From an optimization exercise on the open Yosys and OpenROAD flow, aimed at small area; shortcuts taken in it are not production practice.
Where RTL was checked, it was by simulation tests only, not by an equivalence proof against the original.
No driver is modelled on the clock port, so clocking that relies on it looks cheaper here than on a real chip.

// mem_ram
module mem_ram (input clk, wren,
  input [3:0] d11, d12, d13, d14, d15, d16, d17, d18,
  input [3:0] d21, d22, d23, d24, d25, d26, d27, d28,
  input [3:0] d31, d32, d33, d34, d35, d36, d37, d38,
  input [3:0] d41, d42, d43, d44, d45, d46, d47, d48,
  input [3:0] r1, r2, r3, r4,
  output [11:0] w_sum11, w_sum12, w_sum13, w_sum14,
  output [11:0] w_sum15, w_sum16, w_sum17, w_sum18);
  reg [31:0] mem [3:0];  
  always @(posedge clk)
    if (wren) begin
      mem[0] <= {d11, d12, d13, d14, d15, d16, d17, d18};
      mem[1] <= {d21, d22, d23, d24, d25, d26, d27, d28};
      mem[2] <= {d31, d32, d33, d34, d35, d36, d37, d38};
      mem[3] <= {d41, d42, d43, d44, d45, d46, d47, d48};
    end
  wire [3:0] e1_a = r1 & ~r2;
  wire [3:0] e2_a = ~r1 & r2;
  wire [3:0] e3_a = r1 & r2;
  wire [3:0] e1_b = r3 & ~r4;
  wire [3:0] e2_b = ~r3 & r4;
  wire [3:0] e3_b = r3 & r4;
  wire [9:0] y [0:7];
  genvar c;
  generate
    for (c = 0; c < 8; c = c + 1) begin : g_col
      mem_col u_col (.w1(mem[0][31-4*c -: 4]), .w2(mem[1][31-4*c -: 4]),
                     .w3(mem[2][31-4*c -: 4]), .w4(mem[3][31-4*c -: 4]),
                     .e1_a(e1_a), .e2_a(e2_a), .e3_a(e3_a),
                     .e1_b(e1_b), .e2_b(e2_b), .e3_b(e3_b), .y(y[c]));
    end
  endgenerate
  assign w_sum11 = {2'b00, y[0]};
  assign w_sum12 = {2'b00, y[1]};
  assign w_sum13 = {2'b00, y[2]};
  assign w_sum14 = {2'b00, y[3]};
  assign w_sum15 = {2'b00, y[4]};
  assign w_sum16 = {2'b00, y[5]};
  assign w_sum17 = {2'b00, y[6]};
  assign w_sum18 = {2'b00, y[7]};
endmodule
==> module mem_ram, before the edit <==
module mem_ram (input clk, wren,
  input [3:0] d11, d12, d13, d14, d15, d16, d17, d18,
  input [3:0] d21, d22, d23, d24, d25, d26, d27, d28,
  input [3:0] d31, d32, d33, d34, d35, d36, d37, d38,
  input [3:0] d41, d42, d43, d44, d45, d46, d47, d48,
  input [3:0] r1, r2, r3, r4,
  output [11:0] w_sum11, w_sum12, w_sum13, w_sum14,
  output [11:0] w_sum15, w_sum16, w_sum17, w_sum18);
  reg [31:0] mem [3:0];  
  always @(posedge clk)
    if (wren) begin
      mem[0] <= {d11, d12, d13, d14, d15, d16, d17, d18};
      mem[1] <= {d21, d22, d23, d24, d25, d26, d27, d28};
      mem[2] <= {d31, d32, d33, d34, d35, d36, d37, d38};
      mem[3] <= {d41, d42, d43, d44, d45, d46, d47, d48};
    end
  wire [3:0] e1_a = r1 & ~r2;
  wire [3:0] e2_a = ~r1 & r2;
  wire [3:0] e3_a = r1 & r2;
  wire [3:0] e1_b = r3 & ~r4;
  wire [3:0] e2_b = ~r3 & r4;
  wire [3:0] e3_b = r3 & r4;
  wire [9:0] y [0:7];
  genvar c;
  generate
    for (c = 0; c < 8; c = c + 1) begin : g_col
      mem_col u_col (.w1(mem[0][31-4*c -: 4]), .w2(mem[1][31-4*c -: 4]),
                     .w3(mem[2][31-4*c -: 4]), .w4(mem[3][31-4*c -: 4]),
                     .e1_a(e1_a), .e2_a(e2_a), .e3_a(e3_a),
                     .e1_b(e1_b), .e2_b(e2_b), .e3_b(e3_b), .y(y[c]));
    end
  endgenerate
  assign w_sum11 = {2'b00, y[0]};
  assign w_sum12 = {2'b00, y[1]};
  assign w_sum13 = {2'b00, y[2]};
  assign w_sum14 = {2'b00, y[3]};
  assign w_sum15 = {2'b00, y[4]};
  assign w_sum16 = {2'b00, y[5]};
  assign w_sum17 = {2'b00, y[6]};
  assign w_sum18 = {2'b00, y[7]};
endmodule
Settings: LEC_CHECK=0, CAP_MARGIN=0, CORE_MARGIN=2, CORE_UTILIZATION=40, GPL_TIMING_DRIVEN=0, SLEW_MARGIN=0, SYNTH_HIERARCHICAL=1, SYNTH_MINIMUM_KEEP_SIZE=0; clock period 10.0 ns.
standard.sh (not shown) runs the stock make flow with config.mk's settings and CLKGATE_MAP_FILE= SYNTH_SCRIPT=/design/flow/synth_recipe.tcl, a recipe that flattens the netlist after the stock synthesis.
==> flow/flow/run.sh <==
#!/bin/bash
# Standard ORFS layout (the standard.sh) with these changes: the port buffers are the
# smallest buffer; the buffers that synthesis left are removed at floorplan; one tie cell
# drives all constant outputs; CTS adds no dummy load cells and uses clkbuf_4 leaves, of
# which those whose estimated slew at the registers is over 105 ps are made clkbuf_8 (flow/post_cts.tcl).
set -euo pipefail
here=$(pwd)
bash standard.sh BUFFER_PORTS_ARGS="-buffer_cell sky130_fd_sc_hd__buf_1" REMOVE_ABC_BUFFERS=1 \
  SKIP_REPAIR_TIE_FANOUT=1 \
  CTS_ARGS="-sink_clustering_enable -repair_clock_nets -dont_use_dummy_load -buf_list sky130_fd_sc_hd__clkbuf_4 -root_buf sky130_fd_sc_hd__clkbuf_8" \
  POST_CTS_TCL="$here/flow/post_cts.tcl" \
  finish > standard.log 2>&1
==> flow/flow/post_cts.tcl <==
# After CTS: every leaf clock buffer (clkbuf_4) whose estimated worst slew at the register
# clock pins it drives is over 105 ps becomes a clkbuf_8; then the placement is legalized again.
set db [ord::get_db]
set block [ord::get_db_block]
set m8 [$db findMaster sky130_fd_sc_hd__clkbuf_8]
estimate_parasitics -placement
set count 0
foreach inst [$block getInsts] {
  if { [[$inst getMaster] getName] ne "sky130_fd_sc_hd__clkbuf_4" } { continue }
  set net [[$inst findITerm X] getNet]
  if { $net eq "NULL" || [$net getSigType] ne "CLOCK" } { continue }
  set worst 0
  foreach it [$net getITerms] {
    if { [$it isOutputSignal] } { continue }
    set s [get_property [get_pins "[[$it getInst] getName]/[[$it getMTerm] getName]"] slew_max]
    if { $s > $worst } { set worst $s }
  }
  if { $worst > 0.105 } {
    $inst swapMaster $m8
    incr count
  }
}
puts "post_cts: $count leaf clock buffers resized to clkbuf_8"
detailed_placement
check_placement -verbose
estimate_parasitics -placement
Next try:
--- a/flow/design.v
+++ b/flow/design.v
@@ -7,19 +7,35 @@
   output [11:0] w_sum11, w_sum12, w_sum13, w_sum14,
   output [11:0] w_sum15, w_sum16, w_sum17, w_sum18);
   reg [31:0] mem [3:0];  
-  always @(posedge clk)
-    if (wren) begin
-      mem[0] <= {d11, d12, d13, d14, d15, d16, d17, d18};
-      mem[1] <= {d21, d22, d23, d24, d25, d26, d27, d28};
-      mem[2] <= {d31, d32, d33, d34, d35, d36, d37, d38};
-      mem[3] <= {d41, d42, d43, d44, d45, d46, d47, d48};
+  wire wren_n = ~wren;
+  wire [31:0] nxt [3:0];
+  wire [31:0] din [3:0];
+  assign din[0] = {d11, d12, d13, d14, d15, d16, d17, d18};
+  assign din[1] = {d21, d22, d23, d24, d25, d26, d27, d28};
+  assign din[2] = {d31, d32, d33, d34, d35, d36, d37, d38};
+  assign din[3] = {d41, d42, d43, d44, d45, d46, d47, d48};
+  genvar hr, hb;
+  generate
+    for (hr = 0; hr < 4; hr = hr + 1) begin : g_hrow
+      for (hb = 0; hb < 32; hb = hb + 1) begin : g_hbit
+        mem_hold u_h (.en(wren), .en_n(wren_n), .d(din[hr][hb]), .q(mem[hr][hb]), .y(nxt[hr][hb]));
+      end
     end
-  wire [3:0] e1_a = r1 & ~r2;
-  wire [3:0] e2_a = ~r1 & r2;
-  wire [3:0] e3_a = r1 & r2;
-  wire [3:0] e1_b = r3 & ~r4;
-  wire [3:0] e2_b = ~r3 & r4;
-  wire [3:0] e3_b = r3 & r4;
+  endgenerate
+  always @(posedge clk) begin
+    mem[0] <= nxt[0];
+    mem[1] <= nxt[1];
+    mem[2] <= nxt[2];
+    mem[3] <= nxt[3];
+  end
+  wire [3:0] e1_a, e2_a, e3_a, e1_b, e2_b, e3_b;
+  genvar dj;
+  generate
+    for (dj = 0; dj < 4; dj = dj + 1) begin : g_dec
+      mem_dec u_da (.a(r1[dj]), .b(r2[dj]), .e1(e1_a[dj]), .e2(e2_a[dj]), .e3(e3_a[dj]));
+      mem_dec u_db (.a(r3[dj]), .b(r4[dj]), .e1(e1_b[dj]), .e2(e2_b[dj]), .e3(e3_b[dj]));
+    end
+  endgenerate
   wire [9:0] y [0:7];
   genvar c;
   generate
@@ -224,6 +240,14 @@
   assign y[8] = ~s199;
   assign y[9] = ~c200;
 endmodule
+module mem_hold (input en, en_n, d, q, output y);
+  assign y = (en & d) | (en_n & q);
+endmodule
+module mem_dec (input a, b, output e1, e2, e3);
+  assign e1 = a & ~b;
+  assign e2 = ~a & b;
+  assign e3 = a & b;
+endmodule
 module mem_fa (input a, b, c, output s, co);
   assign s = a ^ b ^ c;
   assign co = (a & b) | (a & c) | (b & c);
Effect: Clock-buffer cell count is unchanged. Global-route usage increases by 0.95 points. Flip-flop and latch count stays the same. Die area decreases by 1.2%. First-iteration DRC count decreases by 13%. Final area is about the same. Critical path depth stays the same.
For the second run of this note, only the layout was checked, not whether the RTL still works.

==> static timing again, ports no longer ideal <==
The results above use ideal ports. As a check the final layouts listed here were re-extracted and re-timed, cells and wires unchanged. Step 1 sets driving cells, clkbuf_16 on the clock port and buf_2 on the other inputs (assumed; they add their load-dependent delay and slew). Step 2 adds t to the input delays and takes it off the output delays; t is the mean of the earliest and latest rising clock arrival at the registers after step 1. Input paths then give back, and output paths get back, about the clock's delay inside the block. Three values: ideal ports, drivers, drivers and shift; two values: the first two.
run	t (ns)	setup slack, ns	worst hold slack (ns)
the first run	0.514	0.651 / 0.617 / 0.617	1.679 / 1.653 / 2.167
the second run	0.495	0.538 / 0.457 / 0.457	0.598 / 0.598 / 0.598
After both steps setup and hold are still met in every run listed. For the second run, which loses most, drivers alone change the setup slack by -0.081 ns; drivers and shift together by -0.081 ns.
